This design comes from an exercise in tuning for a short achievable clock period and few clock cycles on the open sky130 flow, not from production work. The RTL was checked by simulation tests, not by an equivalence proof against the original design.

==> job 1899: inputs <==
Design opc6cpu, start of the top module:
module opc6cpu(
    input[15:0] din,             
    input clk,
    input reset_b,
    input[1:0] int_b,            
    input clken,                 
    output vpa,
    output vda,
    output vio,
    output[15:0] dout,           
    output[15:0] address,        
    output rnw);
make LEC_CHECK=0 CAP_MARGIN=20 CORE_MARGIN=2 CORE_UTILIZATION=40 SETUP_SLACK_MARGIN=4 SLEW_MARGIN=20 finish   # period 8.0 ns
run.sh (not shown) runs the stock make flow with config.mk's settings and CLKGATE_MAP_FILE= SYNTH_SCRIPT=/design/flow/synth_recipe.tcl, a recipe that flattens the netlist after the stock synthesis.
==> inputs of job 5136, as changes to job 1899 <==
--- a/flow/design.v
+++ b/flow/design.v
@@ -43,31 +43,33 @@
     endfunction
     reg s_fet0, s_fet1, s_ead, s_rdm, s_exec, s_wrm, s_int;
     reg [15:0] RF_q[14:1];
     reg [15:0] PC_q, PCI_q;
     reg [3:0]  PSRI_q;
     reg [7:0]  PSR_q;
+    reg        jsrf_q;     
     reg [4:0]  op_q;
     reg [3:0]  src_q, dst_q;
     reg        ld_q, sto_q, wbk_q, io_q, src15_q, dst15_q, pred_q, direct_q;
     reg        c_log, c_add, c_sub, c_xor, c_gpsr, c_not, c_bswp, c_shr, c_def, c_ppsr, c_cmp, c_jsr, c_rti, c_wr;
-    reg [15:0] OR_q, A_q, B_q, OPD_q, OPX_q;
+    reg [15:0] A_q, B_q, OPD_q, OPX_q;
     reg        cin_q;
     reg [15:0] F1S_q;      
     reg        rst_q;
     reg [1:0]  intb_q;
-    reg [15:0] addr_q, dout_q;
+    reg [15:0] daddr_q;    
     reg        vpa_q, vda_q, vio_q, rnw_q;
-    assign address = addr_q;
-    assign dout    = dout_q;
+    assign address = (vda_q | vio_q) ? daddr_q : PC_q;
+    assign dout    = A_q;        
     assign vpa     = vpa_q;
     assign vda     = vda_q;
     assign vio     = vio_q;
     assign rnw     = rnw_q;
     wire        cin     = cin_q;
-    wire [16:0] sum     = add16(A_q, OPX_q, cin);
+    wire [16:0] sum;
+    opc6add u_add_x (.a(A_q), .b(OPX_q), .ci(cin), .s(sum));
     wire        sum_z   = zero16(A_q, OPX_q, cin);
     wire [15:0] r_log   = op_q[0] ? (A_q & OPD_q) : (A_q | OPD_q);
     wire [15:0] r_xor   = A_q ^ OPD_q;
     wire [15:0] r_gpsr  = {8'b0,PSR_q};
     wire [15:0] r_not   = ~OPD_q;
     wire [15:0] r_bswp  = {OPD_q[7:0],OPD_q[15:8]};
@@ -89,13 +91,13 @@
     wire [4:0]  d_op    = {d_page2,din[11:8]};
     wire        d_long  = din[12];
     wire        d_ld    = (din[11:8]==4'h7) || (d_op==POP);
     wire        d_sto   = (din[11:8]==4'h6) || (d_op==PUSH);
     wire        d_wbk   = (d_op==PUSH) || (d_op==POP);
     wire        d_io    = (d_op==IN) || (d_op==OUT);
-    wire        d_useor = d_long || d_ld || (d_op==INC) || (d_op==DEC) || d_wbk;
+    wire        d_useor = d_long || d_ld || d_sto || (d_op==INC) || (d_op==DEC) || d_wbk;    
     wire [15:0] d_or    = {16{d_op==PUSH}}^({12'b0,(d_op==DEC)||(d_op==INC)?din[7:4]:{3'b0,(d_op==POP)}});
     wire [3:0]  d_src   = din[7:4];
     wire [3:0]  d_dst   = din[3:0];
     wire        d_log   = (d_op==AND)||(d_op==OR);
     wire        d_add   = (d_op==ADD)||(d_op==ADC)||(d_op==INC);
     wire        d_sub   = (d_op==SUB)||(d_op==SBC)||(d_op==CMP)||(d_op==CMPC)||(d_op==DEC);
@@ -104,13 +106,14 @@
     wire        d_not   = (d_op==NOT);
     wire        d_bswp  = (d_op==BSWP);
     wire        d_shr   = (d_op==ROR)||(d_op==ASR)||(d_op==LSR);
     wire        d_def   = !(d_log|d_add|d_sub|d_xor|d_gpsr|d_not|d_bswp|d_shr);
     wire        d_cmp   = (d_op==CMP)||(d_op==CMPC);
     wire        d_wr    = !d_cmp && (d_dst!=4'h0) && (d_dst!=4'hF);
-    wire        pred_old = d_page2 || (din[13] ^ (din[14] ? (din[15] ? PSR_q[S] : PSR_q[Z]) : (din[15] ? PSR_q[C] : 1'b1)));
+    wire [7:0]  PSR_f   = jsrf_q ? {PSR_q[7:3],PC_q[15],PSR_q[C],!(|PC_q)} : PSR_q;    
+    wire        pred_old = d_page2 || (din[13] ^ (din[14] ? (din[15] ? PSR_f[S] : PSR_f[Z]) : (din[15] ? PSR_f[C] : 1'b1)));
     wire        pred_new = d_page2 || (din[13] ^ (din[14] ? (din[15] ? psr_x[S] : psr_x[Z]) : (din[15] ? psr_x[C] : 1'b1)));
     wire        p       = s_exec ? pred_new : pred_old;
     wire [16:0] PC_a1   = add16(PC_q, 16'd1, 1'b0);
     wire [15:0] PC_p1   = PC_a1[15:0];
     wire [16:0] PC_a2   = add16(PC_q, 16'd2, 1'b0);
     wire [15:0] PC_p2   = PC_a2[15:0];
@@ -136,29 +139,29 @@
     wire [15:0] ex_dst  = fwd_d ? x_wdata : rfv[d_dst];
     wire [15:0] f1s_d   = fwd_s ? x_wdata : rfw[d_src];
     wire [15:0] val_src = ex_src;    
     wire [15:0] val_dst = ex_dst;
     wire [15:0] d_opd   = d_useor ? d_or : ex_src;
     wire        d_smem  = !d_long && (d_ld || d_sto);
-    wire        d_sjmp  = !d_long && !d_page2 && (din[11:8]==4'h0) && (d_dst==4'hF) && !hw_int && !rti_d;
+    wire        d_sjmp  = !d_long && !d_page2 && (din[11:8]==4'h0) && (d_dst==4'hF) && !rti_d;
     wire        d_direct= d_smem && (d_op!=PUSH) && !rti_d;
-    wire        d_rtisc = !d_long && (d_op==RTI) && (d_dst==4'hF) && !hw_int && !rti_d;    
+    wire        d_rtisc = !d_long && (d_op==RTI) && (d_dst==4'hF) && !rti_d;    
     wire [15:0] f1_src  = F1S_q;
     wire        f1_mem  = ld_q || sto_q;
-    wire [16:0] f1_add  = add16(f1_src, din, 1'b0);
+    wire [16:0] f1_add;
+    opc6add u_add_f1 (.a(f1_src), .b(din), .ci(1'b0), .s(f1_add));
     wire [15:0] f1_sum  = f1_add[15:0];
     wire [15:0] f1_ea   = ((dst_q==4'h0) && !f1_mem) ? din : f1_sum;
     wire        f1_z    = zero16(f1_src, din, 1'b0);
     wire        f1_jmp  = c_jsr || ((op_q==MOV) && dst15_q);
     wire [15:0] e_src   = B_q;
-    wire [16:0] e_add   = add16(e_src, OR_q, 1'b0);
+    wire [16:0] e_add   = add16(e_src, OPD_q, 1'b0);
     wire [15:0] e_ea    = e_add[15:0];
     wire [16:0] B_a1    = add16(B_q, 16'd1, 1'b0);
     wire [7:0]  psr_n   = c_rti ? {4'b0,PSRI_q} : psr_x;
-    wire [7:0]  f1_psr  = (c_jsr && !dst15_q) ? {PSR_q[7:3],f1_ea[15],PSR_q[C],(dst_q==4'h0) ? !(|din) : f1_z} : PSR_q;
-    wire        disp    = s_fet0 || (s_exec && !x_toint && !x_jump);    
+    wire        disp    = (s_fet0 && !hw_int) || (s_exec && !x_toint && !x_jump);    
     wire        ld_d    = s_fet0 || s_exec;                               
     wire        C_next  = s_exec ? (c_rti ? PSRI_q[C] : psr_x[C]) : PSR_q[C];
     wire [15:0] vec     = (!intb_q[1]) ? INT_VECTOR1 : INT_VECTOR0;
     always @(posedge clk)
         if (clken) begin
             if (ld_d) begin
@@ -175,202 +178,197 @@
                 c_ppsr  <= (d_op==PPSR);
                 c_cmp   <= d_cmp;
                 c_jsr   <= (d_op==JSR);
                 c_rti   <= (d_op==RTI);
                 c_wr    <= d_wr;
                 cin_q   <= d_sub ? (din[8] ? C_next : 1'b1) : (din[8] & C_next);
-                OR_q    <= d_or;
                 A_q     <= ex_dst;
                 B_q     <= ex_src;
                 F1S_q   <= f1s_d;
                 OPD_q   <= d_opd;
                 OPX_q   <= d_opd ^ {16{d_sub}};
-                dout_q  <= val_dst;
                 pred_q  <= p;
                 direct_q<= d_direct;
             end
             if (s_fet1) begin
-                OR_q   <= f1_ea;
                 OPD_q  <= f1_ea;
                 OPX_q  <= f1_ea ^ {16{c_sub}};
                 if (dst15_q)
                     A_q <= PC_p1;
-                dout_q <= dst15_q ? PC_p1 : A_q;
             end
             if (s_ead) begin
-                OR_q   <= e_ea;
                 OPD_q  <= e_ea;
                 OPX_q  <= e_ea ^ {16{c_sub}};
-                dout_q <= dst15_q ? PC_q : A_q;
             end
             if (s_rdm) begin
-                OR_q   <= din;
                 OPD_q  <= din;
                 OPX_q  <= din ^ {16{c_sub}};
             end
             if (x_we)
                 RF_q[dst_q] <= x_wdata;
             if (s_fet1 && pred_q && !ld_q && !sto_q && c_jsr && !dst15_q && (dst_q!=4'h0))
                 RF_q[dst_q] <= PC_p1;
             if ((s_rdm || s_wrm) && wbk_q && !src15_q && (src_q!=4'h0))
-                RF_q[src_q] <= (s_rdm && direct_q) ? B_a1[15:0] : OR_q;
+                RF_q[src_q] <= (s_rdm && direct_q) ? B_a1[15:0] : OPD_q;
         end
     always @(posedge clk)
         if (clken) begin
             rst_q  <= !reset_b;
             intb_q <= int_b;
             if (rst_q) begin
                 {s_fet0,s_fet1,s_ead,s_rdm,s_exec,s_wrm,s_int} <= 7'b1000000;
                 {PC_q,PCI_q,PSRI_q,PSR_q} <= 0;
-                addr_q <= 16'h0;
+                jsrf_q <= 1'b0;
                 {vpa_q,vda_q,vio_q,rnw_q} <= 4'b1001;
             end else begin
                 {s_fet0,s_fet1,s_ead,s_rdm,s_exec,s_wrm,s_int} <= 7'b0;
                 {vpa_q,vda_q,vio_q,rnw_q} <= 4'b0001;
                 if (disp) begin
                     if (!p) begin
                         s_fet0 <= 1'b1;
                         PC_q   <= d_long ? nb2 : nb1;
-                        addr_q <= d_long ? nb2 : nb1;
                         vpa_q  <= 1'b1;
                     end else if (d_long) begin
                         s_fet1 <= 1'b1;
                         PC_q   <= nb1;
-                        addr_q <= nb1;
                         vpa_q  <= 1'b1;
                     end else if (d_rtisc) begin
                         s_fet0 <= 1'b1;
                         PC_q   <= PCI_q;
-                        addr_q <= PCI_q;
                         vpa_q  <= 1'b1;
                     end else if (d_sjmp) begin
                         s_fet0 <= 1'b1;
                         PC_q   <= val_src;
-                        addr_q <= val_src;
                         vpa_q  <= 1'b1;
                     end else if (d_direct) begin
                         s_rdm  <= d_ld;
                         s_wrm  <= d_sto;
                         PC_q   <= nb1;
-                        addr_q <= val_src;
+                        daddr_q<= val_src;
                         vda_q  <= !d_io;
                         vio_q  <= d_io;
                         rnw_q  <= !d_sto;
                     end else if (d_smem) begin
                         s_ead  <= 1'b1;
                         PC_q   <= nb1;
-                        addr_q <= nb1;
                     end else begin
                         s_exec <= 1'b1;
                         PC_q   <= nb1;
-                        addr_q <= nb1;
                         vpa_q  <= 1'b1;
                     end
                 end
                 if (s_exec) begin
                     PSR_q <= psr_n;
                     if (x_toint) begin
                         s_fet0 <= 1'b1;
                         vpa_q  <= 1'b1;
                         PC_q   <= vec;
-                        addr_q <= vec;
                         PCI_q  <= c_rti ? PCI_q : x_jump ? result : PC_q;
                         PSRI_q <= psr_n[3:0];
                         PSR_q  <= {psr_n[7:4],1'b0,psr_n[2:0]};
                     end else if (x_jump) begin
                         s_fet0 <= 1'b1;
                         PC_q   <= c_rti ? PCI_q : result;
-                        addr_q <= c_rti ? PCI_q : result;
                         vpa_q  <= 1'b1;
                     end
                 end
                 if (s_fet1) begin
                     if (!pred_q) begin
                         s_fet0 <= 1'b1;
                         PC_q   <= PC_p1;
-                        addr_q <= PC_p1;
                         vpa_q  <= 1'b1;
                     end else if (ld_q) begin
                         s_rdm  <= 1'b1;
                         PC_q   <= PC_p1;
-                        addr_q <= (op_q==POP) ? f1_src : f1_ea;
+                        daddr_q<= (op_q==POP) ? f1_src : f1_ea;
                         vda_q  <= !io_q;
                         vio_q  <= io_q;
                     end else if (sto_q) begin
                         s_wrm  <= 1'b1;
                         PC_q   <= PC_p1;
-                        addr_q <= f1_ea;
+                        daddr_q<= f1_ea;
                         vda_q  <= !io_q;
                         vio_q  <= io_q;
                         rnw_q  <= 1'b0;
                     end else if (f1_jmp) begin
                         s_fet0 <= 1'b1;
                         vpa_q  <= 1'b1;
-                        if (hw_int) begin
-                            PC_q   <= vec;
-                            addr_q <= vec;
-                            PCI_q  <= f1_ea;
-                            PSRI_q <= f1_psr[3:0];
-                            PSR_q  <= {f1_psr[7:4],1'b0,f1_psr[2:0]};
-                        end else begin
-                            PC_q   <= f1_ea;
-                            addr_q <= f1_ea;
-                            PSR_q  <= f1_psr;
-                        end
+                        PC_q   <= f1_ea;
+                        jsrf_q <= c_jsr && !dst15_q;
                     end else begin
                         s_exec <= 1'b1;
                         PC_q   <= PC_p1;
-                        addr_q <= PC_p1;
                         vpa_q  <= 1'b1;
                     end
                 end
                 if (s_ead) begin
                     if (ld_q) begin
                         s_rdm  <= 1'b1;
-                        addr_q <= (op_q==POP) ? e_src : e_ea;
+                        daddr_q<= (op_q==POP) ? e_src : e_ea;
                         vda_q  <= !io_q;
                         vio_q  <= io_q;
                     end else if (sto_q) begin
                         s_wrm  <= 1'b1;
-                        addr_q <= e_ea;
+                        daddr_q<= e_ea;
                         vda_q  <= !io_q;
                         vio_q  <= io_q;
                         rnw_q  <= 1'b0;
                     end else begin
                         s_exec <= 1'b1;
-                        addr_q <= PC_q;
                         vpa_q  <= 1'b1;
                     end
                 end
                 if (s_rdm) begin
                     s_exec <= 1'b1;
-                    addr_q <= PC_q;
                     vpa_q  <= 1'b1;
                 end
                 if (s_wrm) begin
                     s_fet0 <= 1'b1;
                     vpa_q  <= 1'b1;
+                end
+                if (s_fet0) begin
+                    jsrf_q <= 1'b0;
                     if (hw_int) begin
+                        s_fet0 <= 1'b1;
+                        vpa_q  <= 1'b1;
                         PC_q   <= vec;
-                        addr_q <= vec;
                         PCI_q  <= PC_q;
-                        PSRI_q <= PSR_q[3:0];
-                        PSR_q[EI] <= 1'b0;
+                        PSRI_q <= PSR_f[3:0];
+                        PSR_q  <= {PSR_f[7:4],1'b0,PSR_f[2:0]};
                     end else
-                        addr_q <= PC_q;
+                        PSR_q  <= PSR_f;
                 end
                 if (disp && d_rtisc)
                     PSR_q <= {4'b0,PSRI_q};
                 if (s_int) begin
                     {PC_q,PCI_q,PSRI_q,PSR_q[EI]} <= {vec,PC_q,PSR_q[3:0],1'b0};
-                    addr_q <= vec;
                     s_fet0 <= 1'b1;
                     vpa_q  <= 1'b1;
                 end
                 if (!(s_fet0|s_fet1|s_ead|s_rdm|s_exec|s_wrm|s_int)) begin
                     s_fet0 <= 1'b1;
-                    addr_q <= PC_q;
                     vpa_q  <= 1'b1;
                 end
             end
         end
 endmodule
+module opc6add(input [15:0] a, input [15:0] b, input ci, output [16:0] s);
+    reg [15:0] g, p, gg, pp, gn, pn;
+    reg [16:0] c;
+    integer i, d;
+    always @( * ) begin
+        g = a & b;
+        p = a ^ b;
+        gg = g; pp = p;
+        for (d = 1; d < 16; d = d * 2) begin
+            gn = gg; pn = pp;
+            for (i = d; i < 16; i = i + 1) begin
+                gn[i] = gg[i] | (pp[i] & gg[i-d]);
+                pn[i] = pp[i] & pp[i-d];
+            end
+            gg = gn; pp = pn;
+        end
+        c[0] = ci;
+        for (i = 1; i < 17; i = i + 1) c[i] = gg[i-1] | (pp[i-1] & ci);
+    end
+    assign s = {c[16], p ^ c[15:0]};
+endmodule
--- a/flow/config.mk
+++ b/flow/config.mk
@@ -7,6 +7,7 @@
 export LEC_CHECK = 0
 export CAP_MARGIN = 20
 export CORE_MARGIN = 2
 export CORE_UTILIZATION = 40
 export SETUP_SLACK_MARGIN = 4
 export SLEW_MARGIN = 20
+export SYNTH_HIERARCHICAL = 1
==> inputs of job 1075, as changes to job 1899 <==
--- a/flow/design.v
+++ b/flow/design.v
@@ -11,29 +11,28 @@
     output[15:0] address,        
     output rnw);                 
     localparam MOV=5'h0,AND=5'h1,OR=5'h2,XOR=5'h3,ADD=5'h4,ADC=5'h5,STO=5'h6,LD=5'h7,ROR=5'h8,JSR=5'h9,SUB=5'hA,SBC=5'hB,INC=5'hC,LSR=5'hD,DEC=5'hE,ASR=5'hF;
     localparam HLT=5'h10,BSWP=5'h11,PPSR=5'h12,GPSR=5'h13,RTI=5'h14,NOT=5'h15,OUT=5'h16,IN=5'h17,PUSH=5'h18,POP=5'h19,CMP=5'h1A,CMPC=5'h1B;
     localparam EI=3,S=2,C=1,Z=0,INT_VECTOR0=16'h0002,INT_VECTOR1=16'h0004;
     function [16:0] add16(input [15:0] a, input [15:0] b, input ci);
-        reg [15:0] g, p, gg, pp, gn, pn;
+        reg [15:0] p, gg, pp, gn, pn;
         reg [16:0] c;
         integer i, d;
         begin
-            g = a & b;
             p = a ^ b;
-            gg = g; pp = p;
+            gg = a; pp = p;
             for (d = 1; d < 16; d = d * 2) begin
                 gn = gg; pn = pp;
                 for (i = d; i < 16; i = i + 1) begin
-                    gn[i] = gg[i] | (pp[i] & gg[i-d]);
+                    gn[i] = pp[i] ? gg[i-d] : gg[i];
                     pn[i] = pp[i] & pp[i-d];
                 end
                 gg = gn; pp = pn;
             end
             c[0] = ci;
-            for (i = 1; i < 17; i = i + 1) c[i] = gg[i-1] | (pp[i-1] & ci);
+            for (i = 1; i < 17; i = i + 1) c[i] = pp[i-1] ? ci : gg[i-1];
             add16 = {c[16], p ^ c[15:0]};
         end
     endfunction
     function zero16(input [15:0] a, input [15:0] b, input ci);
         reg [15:0] k;
         begin
@@ -107,57 +106,44 @@
     wire        d_def   = !(d_log|d_add|d_sub|d_xor|d_gpsr|d_not|d_bswp|d_shr);
     wire        d_cmp   = (d_op==CMP)||(d_op==CMPC);
     wire        d_wr    = !d_cmp && (d_dst!=4'h0) && (d_dst!=4'hF);
     wire        pred_old = d_page2 || (din[13] ^ (din[14] ? (din[15] ? PSR_q[S] : PSR_q[Z]) : (din[15] ? PSR_q[C] : 1'b1)));
     wire        pred_new = d_page2 || (din[13] ^ (din[14] ? (din[15] ? psr_x[S] : psr_x[Z]) : (din[15] ? psr_x[C] : 1'b1)));
     wire        p       = s_exec ? pred_new : pred_old;
+    wire [15:0] rf_s    = ((d_src==4'h0)||(d_src==4'hF)) ? 16'h0 : RF_q[d_src];
+    wire [15:0] rf_d    = ((d_dst==4'h0)||(d_dst==4'hF)) ? 16'h0 : RF_q[d_dst];
+    wire [15:0] src_f   = (x_we && (d_src==dst_q)) ? x_wdata : rf_s;
+    wire [15:0] dst_f   = (x_we && (d_dst==dst_q)) ? x_wdata : rf_d;
     wire [16:0] PC_a1   = add16(PC_q, 16'd1, 1'b0);
     wire [15:0] PC_p1   = PC_a1[15:0];
     wire [16:0] PC_a2   = add16(PC_q, 16'd2, 1'b0);
     wire [15:0] PC_p2   = PC_a2[15:0];
     wire [16:0] PCI_a1  = add16(PCI_q, 16'd1, 1'b0);
     wire [15:0] PCI_p1  = PCI_a1[15:0];
     wire        rti_d   = s_exec && c_rti;
     wire [15:0] nb1     = rti_d ? PCI_q  : PC_p1;       
     wire [15:0] nb2     = rti_d ? PCI_p1 : PC_p2;       
-    wire [15:0] rfv [0:15];
-    wire [15:0] rfw [0:15];
-    genvar gi;
-    generate for (gi = 1; gi < 15; gi = gi + 1) begin : rfread
-        assign rfv[gi] = RF_q[gi];
-        assign rfw[gi] = RF_q[gi];
-    end endgenerate
-    assign rfv[0] = 16'h0;
-    assign rfw[0] = 16'h0;
-    assign rfv[15] = nb1;
-    assign rfw[15] = nb2;
-    wire        fwd_s   = x_we && (d_src==dst_q);
-    wire        fwd_d   = x_we && (d_dst==dst_q);
-    wire [15:0] ex_src  = fwd_s ? x_wdata : rfv[d_src];
-    wire [15:0] ex_dst  = fwd_d ? x_wdata : rfv[d_dst];
-    wire [15:0] f1s_d   = fwd_s ? x_wdata : rfw[d_src];
-    wire [15:0] val_src = ex_src;    
-    wire [15:0] val_dst = ex_dst;
+    wire [15:0] val_src = (d_src==4'hF) ? PC_p1 : src_f;    
+    wire [15:0] val_dst = (d_dst==4'hF) ? PC_p1 : dst_f;
+    wire [15:0] ex_src  = (d_src==4'hF) ? nb1 : src_f;      
+    wire [15:0] ex_dst  = (d_dst==4'hF) ? nb1 : dst_f;
     wire [15:0] d_opd   = d_useor ? d_or : ex_src;
     wire        d_smem  = !d_long && (d_ld || d_sto);
     wire        d_sjmp  = !d_long && !d_page2 && (din[11:8]==4'h0) && (d_dst==4'hF) && !hw_int && !rti_d;
     wire        d_direct= d_smem && (d_op!=PUSH) && !rti_d;
-    wire        d_rtisc = !d_long && (d_op==RTI) && (d_dst==4'hF) && !hw_int && !rti_d;    
     wire [15:0] f1_src  = F1S_q;
     wire        f1_mem  = ld_q || sto_q;
     wire [16:0] f1_add  = add16(f1_src, din, 1'b0);
     wire [15:0] f1_sum  = f1_add[15:0];
     wire [15:0] f1_ea   = ((dst_q==4'h0) && !f1_mem) ? din : f1_sum;
     wire        f1_z    = zero16(f1_src, din, 1'b0);
     wire        f1_jmp  = c_jsr || ((op_q==MOV) && dst15_q);
-    wire [15:0] e_src   = B_q;
+    wire [15:0] e_src   = src15_q ? PC_q : B_q;
     wire [16:0] e_add   = add16(e_src, OR_q, 1'b0);
     wire [15:0] e_ea    = e_add[15:0];
     wire [16:0] B_a1    = add16(B_q, 16'd1, 1'b0);
-    wire [7:0]  psr_n   = c_rti ? {4'b0,PSRI_q} : psr_x;
-    wire [7:0]  f1_psr  = (c_jsr && !dst15_q) ? {PSR_q[7:3],f1_ea[15],PSR_q[C],(dst_q==4'h0) ? !(|din) : f1_z} : PSR_q;
     wire        disp    = s_fet0 || (s_exec && !x_toint && !x_jump);    
     wire        ld_d    = s_fet0 || s_exec;                               
     wire        C_next  = s_exec ? (c_rti ? PSRI_q[C] : psr_x[C]) : PSR_q[C];
     wire [15:0] vec     = (!intb_q[1]) ? INT_VECTOR1 : INT_VECTOR0;
     always @(posedge clk)
         if (clken) begin
@@ -177,14 +163,14 @@
                 c_jsr   <= (d_op==JSR);
                 c_rti   <= (d_op==RTI);
                 c_wr    <= d_wr;
                 cin_q   <= d_sub ? (din[8] ? C_next : 1'b1) : (din[8] & C_next);
                 OR_q    <= d_or;
                 A_q     <= ex_dst;
-                B_q     <= ex_src;
-                F1S_q   <= f1s_d;
+                B_q     <= src_f;
+                F1S_q   <= (d_src==4'hF) ? nb2 : src_f;
                 OPD_q   <= d_opd;
                 OPX_q   <= d_opd ^ {16{d_sub}};
                 dout_q  <= val_dst;
                 pred_q  <= p;
                 direct_q<= d_direct;
             end
@@ -234,17 +220,12 @@
                         vpa_q  <= 1'b1;
                     end else if (d_long) begin
                         s_fet1 <= 1'b1;
                         PC_q   <= nb1;
                         addr_q <= nb1;
                         vpa_q  <= 1'b1;
-                    end else if (d_rtisc) begin
-                        s_fet0 <= 1'b1;
-                        PC_q   <= PCI_q;
-                        addr_q <= PCI_q;
-                        vpa_q  <= 1'b1;
                     end else if (d_sjmp) begin
                         s_fet0 <= 1'b1;
                         PC_q   <= val_src;
                         addr_q <= val_src;
                         vpa_q  <= 1'b1;
                     end else if (d_direct) begin
@@ -255,30 +236,24 @@
                         vda_q  <= !d_io;
                         vio_q  <= d_io;
                         rnw_q  <= !d_sto;
                     end else if (d_smem) begin
                         s_ead  <= 1'b1;
                         PC_q   <= nb1;
-                        addr_q <= nb1;
                     end else begin
                         s_exec <= 1'b1;
                         PC_q   <= nb1;
                         addr_q <= nb1;
                         vpa_q  <= 1'b1;
                     end
                 end
                 if (s_exec) begin
-                    PSR_q <= psr_n;
+                    PSR_q <= c_rti ? {4'b0,PSRI_q} : psr_x;
                     if (x_toint) begin
-                        s_fet0 <= 1'b1;
-                        vpa_q  <= 1'b1;
-                        PC_q   <= vec;
-                        addr_q <= vec;
-                        PCI_q  <= c_rti ? PCI_q : x_jump ? result : PC_q;
-                        PSRI_q <= psr_n[3:0];
-                        PSR_q  <= {psr_n[7:4],1'b0,psr_n[2:0]};
+                        s_int <= 1'b1;
+                        PC_q  <= c_rti ? PCI_q : x_jump ? result : PC_q;
                     end else if (x_jump) begin
                         s_fet0 <= 1'b1;
                         PC_q   <= c_rti ? PCI_q : result;
                         addr_q <= c_rti ? PCI_q : result;
                         vpa_q  <= 1'b1;
                     end
@@ -300,25 +275,22 @@
                         PC_q   <= PC_p1;
                         addr_q <= f1_ea;
                         vda_q  <= !io_q;
                         vio_q  <= io_q;
                         rnw_q  <= 1'b0;
                     end else if (f1_jmp) begin
-                        s_fet0 <= 1'b1;
-                        vpa_q  <= 1'b1;
-                        if (hw_int) begin
-                            PC_q   <= vec;
-                            addr_q <= vec;
-                            PCI_q  <= f1_ea;
-                            PSRI_q <= f1_psr[3:0];
-                            PSR_q  <= {f1_psr[7:4],1'b0,f1_psr[2:0]};
-                        end else begin
-                            PC_q   <= f1_ea;
-                            addr_q <= f1_ea;
-                            PSR_q  <= f1_psr;
+                        PC_q   <= f1_ea;
+                        addr_q <= f1_ea;
+                        if (hw_int)
+                            s_int <= 1'b1;
+                        else begin
+                            s_fet0 <= 1'b1;
+                            vpa_q  <= 1'b1;
                         end
+                        if (c_jsr && !dst15_q)
+                            PSR_q[S:Z] <= {f1_ea[15],PSR_q[C],(dst_q==4'h0) ? !(|din) : f1_z};
                     end else begin
                         s_exec <= 1'b1;
                         PC_q   <= PC_p1;
                         addr_q <= PC_p1;
                         vpa_q  <= 1'b1;
                     end
@@ -344,25 +316,20 @@
                 if (s_rdm) begin
                     s_exec <= 1'b1;
                     addr_q <= PC_q;
                     vpa_q  <= 1'b1;
                 end
                 if (s_wrm) begin
-                    s_fet0 <= 1'b1;
-                    vpa_q  <= 1'b1;
-                    if (hw_int) begin
-                        PC_q   <= vec;
-                        addr_q <= vec;
-                        PCI_q  <= PC_q;
-                        PSRI_q <= PSR_q[3:0];
-                        PSR_q[EI] <= 1'b0;
-                    end else
-                        addr_q <= PC_q;
+                    addr_q <= PC_q;
+                    if (hw_int)
+                        s_int <= 1'b1;
+                    else begin
+                        s_fet0 <= 1'b1;
+                        vpa_q  <= 1'b1;
+                    end
                 end
-                if (disp && d_rtisc)
-                    PSR_q <= {4'b0,PSRI_q};
                 if (s_int) begin
                     {PC_q,PCI_q,PSRI_q,PSR_q[EI]} <= {vec,PC_q,PSR_q[3:0],1'b0};
                     addr_q <= vec;
                     s_fet0 <= 1'b1;
                     vpa_q  <= 1'b1;
                 end
==> flow/config.mk (replaced) <==
export PLATFORM = sky130hd
export DESIGN_NAME = opc6cpu
export DESIGN_NICKNAME = opc6cpu
export VERILOG_FILES = /design/flow/design.v
export SDC_FILE = /design/flow/constraint.sdc
export NUM_CORES = 4
export LEC_CHECK = 0
export CAP_MARGIN = 40
export CORE_MARGIN = 2
export CORE_UTILIZATION = 40
export SETUP_SLACK_MARGIN = 4
export SLEW_MARGIN = 40
==> impl_metrics.ini <==
[power]
clock_power_mw = 2.58
power_density_mw_per_mm2 = 213
p_comb_frac = 0.396

[critical_path]
cp_slowest_cell = edfxtp_1
critPathRequiredTime_ps = 8520

[placed_design]
pre_cts_slack_ps = 2140

[cts]
clkSinkCount = 445

[status]
status = timing/DRC/antenna clean

[layout]
clockNetworkAreaShare = 0.0413
fill_cells = 8156
drive_gt1_frac = 0.219
That was job 1075.
==> impl_metrics.ini <==
[layout]
final_nets = 3787
clockNetworkAreaShare = 0.0451
fill_cells = 7525
drive_gt1_frac = 0.178

[routing]
vias_per_cell = 6.83

[critical_path]
critPathRequiredTime_ps = 8500

[power]
clock_power_mw = 2.47
p_comb_frac = 0.349
power_density_mw_per_mm2 = 211

[status]
status = timing/DRC/antenna clean

[placed_design]
pre_cts_slack_ps = 2020

[logic_synthesis]
synth_warnings = 8

[cts]
clkSinkCount = 413
That was job 5136.
==> impl_metrics.ini <==
[routing]
wl_mm = 206

[status]
status = timing/DRC/antenna clean

[power]
clock_power_mw = 2.75
power_density_mw_per_mm2 = 218
seq_cell_power_mw = 3.00

[logic_synthesis]
synth_fa_ha_area_frac = 0.0414
synth_seq_area_share = 0.378

[layout]
fill_cells = 8448
clockNetworkAreaShare = 0.0443
drive_gt1_frac = 0.183

[cts]
clkSinkCount = 444

[placed_design]
pre_cts_slack_ps = 1680

[global_route]
busiest_layer = met2
That was job 1899.
Testbench counts of job 1899, summed over its fixed seeds: cycles 109,470.
Testbench counts of job 5136, summed over its fixed seeds: cycles 109,470.
Testbench counts of job 1075, summed over its fixed seeds: cycles 110,478.

==> re-timing with driven ports <==
The flow's constraints put no driver on any port. The routed layouts listed below were extracted and timed again, unchanged, in two steps.
Step 1 sets driving cells, clkbuf_16 on the clock port and buf_2 on the other inputs (assumed; they add their load-dependent delay and slew).
Step 2 adds t to the input delays and takes it off the output delays; t is the mean of the earliest and latest rising clock arrival at the registers after step 1. Input paths then give back, and output paths get back, about the clock's delay inside the block.
a / b / c = no drivers / after step 1 / after step 2; a / b = the first two.
run	shift t [ns]	setup slack, ns	worst setup path after step 2
job 1899	0.734	3.778 / 3.778 / 3.061	input to register
job 5136	0.709	3.705 / 3.705 / 3.119	input to register
job 1075	0.716	3.831 / 3.830 / 3.125	input to register
After both steps every run listed still meets setup and hold. For job 1899, which loses most, drivers alone change the setup slack by 0.000 ns; drivers and shift together by -0.717 ns.
